This is an optimization exercise on Yosys and OpenROAD, whose aim is small area, a short achievable clock period and few clock cycles, not a production implementation. Only simulation tests tie the RTL to the original design; equivalence was not proved. No activity file was given, so power comes from the tool's default toggle rates.

==> flow/design.v (outline; a module is shown in full before it is edited, if it fits) <==
// module Iterative: 6797 lines
// module pp_sel: 3 lines
// module pg_cell: 4 lines
// module gp_cell: 4 lines
// module gg_cell: 3 lines
// module xor_cell: 3 lines
// module fa_cell: 4 lines
// module han_cell: 4 lines
// module xnor_cell: 3 lines
// module or_cell: 3 lines
module Iterative(
MatrixResult,
MatrixA,
MatrixB,
Clk,
Start,
Finished
);
  // ...
==> flow/flow/run.sh <==
#!/bin/bash
set -euo pipefail
cd "$(dirname "$0")/.."
export BUFFER_PORTS_ARGS="-buffer_cell sky130_fd_sc_hd__buf_2"
bash standard.sh BUFFER_PORTS_ARGS="-buffer_cell sky130_fd_sc_hd__buf_2" finish > standard_make.log 2>&1
==> flow/standard.sh <==
#!/bin/bash
# synth_recipe.tcl (not shown) runs the flow's synth.tcl, then flattens the netlist and writes it again
# the make line also repeats each setting of config.mk as NAME=value (left out here)
make -C /OpenROAD-flow-scripts/flow DESIGN_CONFIG=/design/flow/config.mk WORK_HOME=/design/flow/orfs CLKGATE_MAP_FILE= SYNTH_SCRIPT=/design/flow/synth_recipe.tcl "${@:-finish}"
==> flow/config.mk <==
export PLATFORM = sky130hd
export DESIGN_NAME = Iterative
export DESIGN_NICKNAME = Iterative
export VERILOG_FILES = /design/flow/design.v
export SDC_FILE = /design/flow/constraint.sdc
export NUM_CORES = 4
export LEC_CHECK = 0
export CAP_MARGIN = 20
export CELL_PAD_IN_SITES_DETAIL_PLACEMENT = 1
export CELL_PAD_IN_SITES_GLOBAL_PLACEMENT = 1
export CORE_MARGIN = 2
export CORE_UTILIZATION = 40
export PLACE_DENSITY = 0.42
export SETUP_SLACK_MARGIN = 3.0
export SLEW_MARGIN = 20
export SYNTH_HIERARCHICAL = 1
export SYNTH_MINIMUM_KEEP_SIZE = 0
==> flow/constraint.sdc <==
create_clock -name core_clock -period 9.0 [get_ports {Clk}]
set_input_delay 1.8000 -clock core_clock [delete_from_list [all_inputs] [get_ports {Clk}]]
set_output_delay 1.8000 -clock core_clock [all_outputs]
set_load 0.01 [all_outputs]
==> results_dict.tcl, run 1 <==
set metrics [dict create \
    hold_end "r00_q10_0" \
    dominant_power_group "combinational cells" \
    status "finished with violations" \
    area.sequential_um2 11300 \
    mostFrequentLayoutCell "a222oi_1" \
    failed_checks "capacitance limit, slew limit" \
    layout.non_clock_inverters 225 \
    die_w_um 410 \
    numSequentialCells 375 \
    route.detailed.vias_per_inst 8.48 \
    clkCellAreaFrac_pct 2.37 \
    number_of_gates_resized_after_cts 128 \
    nets 7324 \
    drive_gt1_share_pct 22.2 \
    hold_viol 0 \
    drv_slew 35 \
    power.clock.fraction_pct 8.7 \
    met3_usage_pct 18.5 \
    hp-class "input pin to flop" \
    global_route.peak_usage_layer "met2" \
    clock_sinks 375 \
    clock_buffer_count 62 \
    slew_headroom_pct -6.31 \
    count_of_maximum_capacitance_violations 2 \
    pnr_worst_setup_slack_ns 2.94 \
]
Testbench counts, summed over its fixed seeds: cycles 1,600.
==> run 2, diff against run 1 <==
==> flow/run.sh (new file) <==
#!/bin/bash
# synth_recipe.tcl (not shown) runs the flow's synth.tcl, then flattens the netlist and writes it again
# the make line also repeats each setting of config.mk as NAME=value (left out here)
make -C /OpenROAD-flow-scripts/flow DESIGN_CONFIG=/design/flow/config.mk WORK_HOME=/design/flow/orfs CLKGATE_MAP_FILE= SYNTH_SCRIPT=/design/flow/synth_recipe.tcl finish
--- a/flow/config.mk
+++ b/flow/config.mk
@@ -12,6 +12,3 @@
 export CORE_UTILIZATION = 40
 export PLACE_DENSITY = 0.42
-export SETUP_SLACK_MARGIN = 3.0
 export SLEW_MARGIN = 20
-export SYNTH_HIERARCHICAL = 1
-export SYNTH_MINIMUM_KEEP_SIZE = 0
removed: flow/flow/run.sh
removed: flow/standard.sh
==> run 2 against run 1 <==
Net effect:
- wire length is 38% higher
- setup slack worse by 2.3 ns
- power is 18% higher
- worst hold slack worse by 0.013 ns
- area after synthesis is 34% higher
- largest cell class unchanged
- final cell count is 66% higher
- now clean on timing, DRC and antenna
- combinational power is 26% higher
==> results_dict.tcl, run 2 <==
set metrics [dict create \
    status "complete, no violations" \
    setup_tns_ns 0 \
    largest_net_degree_at_the_start_of_global_routing 125 \
    finalNonFillerCells 13100 \
    avgRoutedWirePerCell_um 40.4 \
    hold_slack_ns 1.59 \
    critPathCaptureType "flop" \
    unrepaired_setup_endpoints_after_global_routing "false" \
    maxClockFrequency_ghz 0.120 \
    hpwlAfterDp_um 359000 \
    power_leakage_nw 43.6 \
    final_antenna_net_count 0 \
    initial_core_util_pct 40.2 \
    hold_end "r42_q10_0" \
    placeableCoreArea_um2 219000 \
    area.growth.synth_to_final_pct 11.7 \
    pnr_worst_setup_slack_ns 0.639 \
    rows 172 \
    drt_pass1_iterations 6 \
    ys.warnings.count 1 \
    port-buffer-count 466 \
    slew_headroom_pct 12.1 \
    synth.area.top_cells "fa_1 27%, edfxtp_1 13%, mux2_2 8.0%, mux2i_1 6.2%, inv_1 6.2%" \
    timing.final.setup_violations 0 \
    synth.lib_cells_used.distinct 87 \
    route.detailed.vias_per_inst 6.73 \
    drive_gt1_share_pct 14.3 \
    post-route-period-util_pct 92.9 \
    cts_htree_levels 2 \
    period_needed_ns 8.36 \
    grt_pass1_vias 90500 \
    ioPinCount 468 \
    drv_slew 0 \
    hold_depth 1 \
    postSynthAreaPerCell_um2 8.60 \
    highest_net_fanout_along_the_worst_path 9 \
    route.vias.total 88000 \
    worst_ep_required_time_ns 9.50 \
    ys_seq_area_share_pct 12.8 \
    yosysMostFrequentCell "inv_1" \
    grt_usage_pct 46.1 \
    cts-buffers-inserted 52 \
    worstHoldStart "Start" \
    synthesis.instances 10200 \
    hold_viol 0 \
    dp_cells 13000 \
    synth.ff_latch_count 375 \
    count_of_maximum_capacitance_violations 0 \
    place_worst_setup_slack_ns 0.282 \
    nets 11800 \
    critical_path.startpoint_type "input pin" \
    post-route-drc-count 0 \
    worstSetupPathType "input pin to flop" \
    number_of_synthesized_flops_with_an_enable_pin 375 \
    async_flop_share_pct 0 \
    mostFrequentLayoutCell "inv_1" \
    hp-class "input pin to flop" \
    post_cts.repair.setup_buffers 0 \
    library_cell_occupying_the_most_area_in_the_post_synthesis_netlist "fa_1" \
    cell_types_with_the_highest_counts_after_synthesis "1450 x inv_1, 1189 x fa_1, 1021 x clkbuf_1, 725 x nand2_1, 672 x a22oi_1" \
    worst_slew_pin_slew_ns 1.32 \
    cts.reportedPaths.clkPinSlew_ns 0.09 \
    die_h_um 473 \
    cts-hold-fix-buffers 0 \
    synth_top_area_share_pct 27.0 \
    clock_tree.buffer_depth 3 \
    cts_root_buffer "clkbuf_16" \
    grt_antenna_before_repair 77 \
    number_of_gates_resized_after_cts 0 \
    clock_sinks 375 \
    layout.cells.most_common_list "1443 x inv_1, 1189 x fa_1, 725 x nand2_1" \
    worst_ep_arrival_time_ns 8.86 \
    die_area_um2 224000 \
    power_density_of_the_placed_cells_nw_per_um2 324 \
    cts_tree "yes" \
    mappedNetlistArea_um2 88100 \
    die_w_um 473 \
    ys.flop_type "edfxtp_1" \
    final_wirelength_um 528000 \
    gr-total-overflow 0 \
    finalWeightedCongestion 1.00 \
    grt_first_pass_wirelength_um 726000 \
    drt_iter0_drc 11900 \
    ir_worst_vdd_mv 0.403 \
]
run 2: cell types whose count changed in the layout (fill, tap and decap cells not counted), moves of 237 or more:
cell | before | now
a222oi_1 | 1800 | 0
inv_1 | 225 | 1443
nand2_1 | 0 | 725
a22oi_1 | 0 | 672
nor2_1 | 0 | 638
a21oi_1 | 0 | 634
mux2_2 | 0 | 623
o21ai_0 | 0 | 621
mux2i_1 | 0 | 550
a22o_1 | 0 | 420
clkdlybuf4s50_1 | 0 | 380
buf_2 | 439 | 66
buf_4 | 285 | 522
run 2: per-stage QoR:
step	power [mW]	area (um^2)	util (%)
2_1_floorplan	18.8	88100	-
3_3_place_gp	29.0	96600	44.1
3_5_place_dp	29.4	96700	44.1
4_1_cts	31.8	98300	44.8
5_1_grt	34.4	98400	44.9
6_report	31.9	98400	44.9
run 2: report_power, final:
group | switching, mW | total, mW | leakage [nW] | internal (mW)
Sequential | 0.339 | 4.31 | 3.69 | 3.97
Clock | 1.02 | 2.17 | 0.807 | 1.15
Combinational | 14.3 | 25.4 | 39.1 | 11.1
Total | 15.7 | 31.9 | 43.6 | 16.2
run 2: area by class of cell:
type,count,area [um^2]
antenna,33,82.6
clock buffer,61,1380
clock inverter,36,264
fill,25200,121000
inverter,1458,5480
multi-input combinational,7230,67300
sequential,375,11300
tap,2871,3590
timing repair buffer,1019,9040
run 2: how the worst max path moves through the flow:
stage / depth (start not counted) / end / startpoint
CTS: 22 / r21_q14_1 / MatrixA[63]
finish: 22 / r21_q14_1 / MatrixA[63]
global route: 22 / r21_q14_1 / MatrixA[63]
detailed placement: 22 / r21_q14_1 / MatrixA[78]
global placement: 22 / r21_q14_1 / MatrixA[63]
floorplan: 26 / r01_q14_1 / MatrixA[136]
run 2: kinds of logic after synthesis:
| logic type | Yosys count | share of synthesized area, % |
|---|---|---|
| AOI/OAI and AO/OA | 2571 | 19.1 |
| xor gates and xnor gates | 404 | 4.24 |
| adders and majority gates | 1449 | 30.7 |
| buffers and inverters | 2637 | 11.3 |
| DFF | 375 | 12.8 |
| muxes | 1173 | 14.2 |
| other | 1 | 0.00426 |
| and+or+nand+nor | 1632 | 7.68 |
run 2: worst max-delay path, stage by stage:
cell and delay, ns:
clkdlybuf4s50_1 0.67, ha_1 0.50, o21ai_1 0.19, a21oi_1 0.19
or2_1 0.29, a21oi_1 0.24, o21ai_0 0.15, fa_1 1.09
mux2_2 0.30, a22oi_1 0.08, fa_1 0.56, inv_1 0.05
fa_1 0.40, fa_1 0.45, xnor2_1 0.15, xnor2_1 0.33
xnor2_1 0.20, xnor2_1 0.17, xnor2_1 0.17, xnor2_1 0.17
xnor3_1 0.36, xnor3_1 0.35
run 2: metal layers:
layer / share of wire, % / up-vias / GRT usage (%)
met5: 0.096 / - / 0
met4: 7.9 / 76 / 30.2
met3: 13 / 1857 / 17.3
met2: 41 / 6853 / 65.5
met1: 38 / 45100 / 58.3
li1: - / 34100 / -
==> run 3, diff against run 2 <==
--- a/flow/config.mk
+++ b/flow/config.mk
@@ -6,5 +6,5 @@
 export NUM_CORES = 4
 export LEC_CHECK = 0
-export CAP_MARGIN = 20
+export CAP_MARGIN = 30
 export CELL_PAD_IN_SITES_DETAIL_PLACEMENT = 1
 export CELL_PAD_IN_SITES_GLOBAL_PLACEMENT = 1
@@ -12,3 +12,4 @@
 export CORE_UTILIZATION = 40
 export PLACE_DENSITY = 0.42
-export SLEW_MARGIN = 20
+export SETUP_SLACK_MARGIN = 1.5
+export SLEW_MARGIN = 30
==> run 3 against run 2 <==
Net effect:
- first-iteration DRC count fell by 3.1%
- combinational power barely moved
- via count barely moved
- critical path type unchanged
- clock-buffer cell count fell by 1
==> results_dict.tcl, run 3 <==
set metrics [dict create \
    status "complete, no violations" \
    highest_net_fanout_along_the_worst_path 6 \
    cts_root_buffer "clkbuf_16" \
    worst_slew_pin_slew_ns 1.15 \
    synth.ff_latch_count 375 \
    layout.cells.most_common_list "1442 x inv_1, 1178 x fa_1, 725 x nand2_1" \
    port-buffer-count 466 \
    die_area_um2 224000 \
    met3_usage_pct 17.3 \
    mappedNetlistArea_um2 88100 \
    global_route.usage.met1_pct 58.0 \
    hp-class "input pin to flop" \
    post-route-period-util_pct 82.3 \
    unrepaired_setup_endpoints_after_global_routing "true" \
    timing.final.setup_violations 0 \
    cts_htree_levels 2 \
    nets 11800 \
    critPathCaptureType "flop" \
    route.detailed.vias_per_inst 6.72 \
    ys.warnings.count 1 \
    dp_cells 13000 \
    hold_viol 0 \
    finalNonFillerCells 13100 \
    initial_core_util_pct 40.2 \
    area.growth.synth_to_final_pct 12.5 \
    fillCellCount 25200 \
    setup_tns_ns 0 \
    drt_pass1_iterations 7 \
    synth_top_area_share_pct 27.0 \
    drive_gt1_share_pct 15.1 \
    library_cell_occupying_the_most_area_in_the_post_synthesis_netlist "fa_1" \
    die_w_um 473 \
    ys_seq_area_share_pct 12.8 \
    met2_track_usage_gr_pct 64.1 \
    rows 172 \
    grt_antenna_before_repair 78 \
    synth.area.top_cells "fa_1 27%, edfxtp_1 13%, mux2_2 8.0%, mux2i_1 6.2%, inv_1 6.2%" \
    largest_net_degree_at_the_start_of_global_routing 106 \
    die_h_um 473 \
    ir_worst_vdd_mv 0.434 \
    power_leakage_nw 44.0 \
    period_needed_ns 7.41 \
    synth.lib_cells_used.distinct 87 \
    grt_usage_pct 46.0 \
    route.vias.total 88100 \
    cts.reportedPaths.clkPinSlew_ns 0.08 \
    final_antenna_net_count 0 \
    critical_path.startpoint_type "input pin" \
    ioPinCount 468 \
    synthesis.instances 10200 \
    avgRoutedWirePerCell_um 40.2 \
    ys.flop_type "edfxtp_1" \
    cts-hold-fix-buffers 0 \
    maxClockFrequency_ghz 0.135 \
    worstSetupPathType "input pin to flop" \
    cell_types_with_the_highest_counts_after_synthesis "1450 x inv_1, 1189 x fa_1, 1021 x clkbuf_1, 725 x nand2_1, 672 x a22oi_1" \
    worst_ep_required_time_ns 9.49 \
    hpwlAfterDp_um 361000 \
    async_flop_share_pct 0 \
    clock_tree.buffer_depth 3 \
    clock_sinks 375 \
    post-route-drc-count 0 \
    global_route.peak_usage_layer "met2" \
    power_density_of_the_placed_cells_nw_per_um2 323 \
    grt_first_pass_wirelength_um 726000 \
    count_of_maximum_capacitance_violations 0 \
    grt_pass1_vias 90600 \
    gr-total-overflow 0 \
    cts-buffers-inserted 54 \
    number_of_synthesized_flops_with_an_enable_pin 375 \
    finalWeightedCongestion 1.01 \
    postSynthAreaPerCell_um2 8.60 \
    placeableCoreArea_um2 219000 \
    final_wirelength_um 527000 \
    drv_slew 0 \
    mostFrequentLayoutCell "inv_1" \
    drt_iter0_drc 11500 \
    cts_tree "yes" \
    worst_ep_arrival_time_ns 7.90 \
    yosysMostFrequentCell "inv_1" \
    slew_headroom_pct 23.5 \
]
[run 3: stage by stage]
step                area (um^2)  utilization (%)  setup WS [ns]  power (mW)  hold slack [ns]
floorplan                 88200                -           1.50        18.8             1.91
global placement          96600             44.1          0.265        28.9             2.24
detailed placement        96700             44.1          0.296        29.2             2.23
CTS                       98600             45.0           1.38        31.8             1.41
global route              99100             45.2           1.42        34.5             1.46
finish                    99200             45.2           1.59        32.0             1.44
[run 3: cells by family after synthesis]
group / Yosys count / synth area share, %
xor+xnor: 404 / 4.24
buf+inv: 2637 / 11.3
other cells: 1 / 0.00426
fa+ha+maj: 1449 / 30.7
compound gates: 2571 / 19.1
simple gates: 1632 / 7.68
mux: 1173 / 14.2
flops: 375 / 12.8
[run 3: where the power goes]
part | internal, mW | switching [mW]
Combinational | 11.1 | 14.3
Clock | 1.25 | 1.03
Sequential | 3.97 | 0.352
[run 3: metal layers]
layer | up-vias | part of all wire (%)
li1 | 34100 | -
met1 | 45000 | 38
met2 | 6939 | 40
met3 | 2004 | 13
met4 | 64 | 8.7
met5 | - | 0.097
[run 3: path summary, 6_finish.rpt]
path         start        end  slack, ns  depth (start not counted)
max    MatrixA[62]  r20_q14_1       1.59                         23
min   MatrixA[135]   r02_q0_0       1.44                          2
[run 3: critical path, cell delays in order]
cell and delay, ns:
dlygate4sd2_1 0.32, ha_1 0.31, nor2b_1 0.14, o21ai_2 0.28, a21oi_2 0.12, or2_1 0.27, a21oi_2 0.22, o21ai_1 0.11
fa_2 0.70, mux2_2 0.21, a22oi_1 0.09, fa_1 0.57, inv_1 0.06, fa_1 0.39, fa_1 0.48, xnor2_2 0.16
xnor2_1 0.14, xnor2_1 0.14, xnor2_1 0.29, xnor2_1 0.18, xnor2_1 0.16, xnor3_1 0.37, xnor3_1 0.35
[run 3: final cells by class]
| cell class | instances | area (um^2) | share of cell area (%) |
|---|---|---|---|
| Timing Repair Buffer | 1037 | 9280 | 9.36 |
| Antenna cell | 42 | 105 | 0.106 |
| Clock buffer | 60 | 1370 | 1.39 |
| Multi-Input combinational cell | 7230 | 67700 | 68.2 |
| Clock inverter | 40 | 415 | 0.419 |
| Sequential cell | 375 | 11300 | 11.4 |
| Tap cell | 2871 | 3590 | 3.62 |
| Inverter | 1458 | 5480 | 5.52 |
[run 3: repair_timing]
action / CTS / global route
setup buffers: 2 / 15
gates cloned: 0 / 0
gates resized for setup: 28 / 73
pin swaps: 2 / 32
endpoints found under the setup margin: 22 / 30

==> separate check: timing with driven ports <==
In the flow no input, the clock included, has a driving cell. The finished layouts below were timed again as built, in two steps.
Step 1 assumes that a clkbuf_16 drives the clock port and a buf_2 every other input.
Step 2 adds t to the input delays and takes it off the output delays; t is the mean of the earliest and latest rising clock arrival at the registers after step 1. Input paths then give back, and output paths get back, about the clock's delay inside the block.
Three values: ideal, step 1, step 2; two values: the first two.
run	t (ns)	setup WS [ns]	slew at the worst register clock pin (ns)	worst data-port slew with drivers (ns)
run 1	0.827	2.935 / 2.843 / 2.192	0.08 / 0.08	0.14
run 2	0.839	0.639 / 0.721 / -0.119	0.09 / 0.09	0.28
run 3	0.829	1.591 / 1.606 / 0.777	0.08 / 0.08	0.34
With both steps, setup timing fails in run 2, where it was met with ideal ports. The setup slack of run 3, which loses most, moves by +0.015 ns with the drivers and by -0.814 ns with both steps.
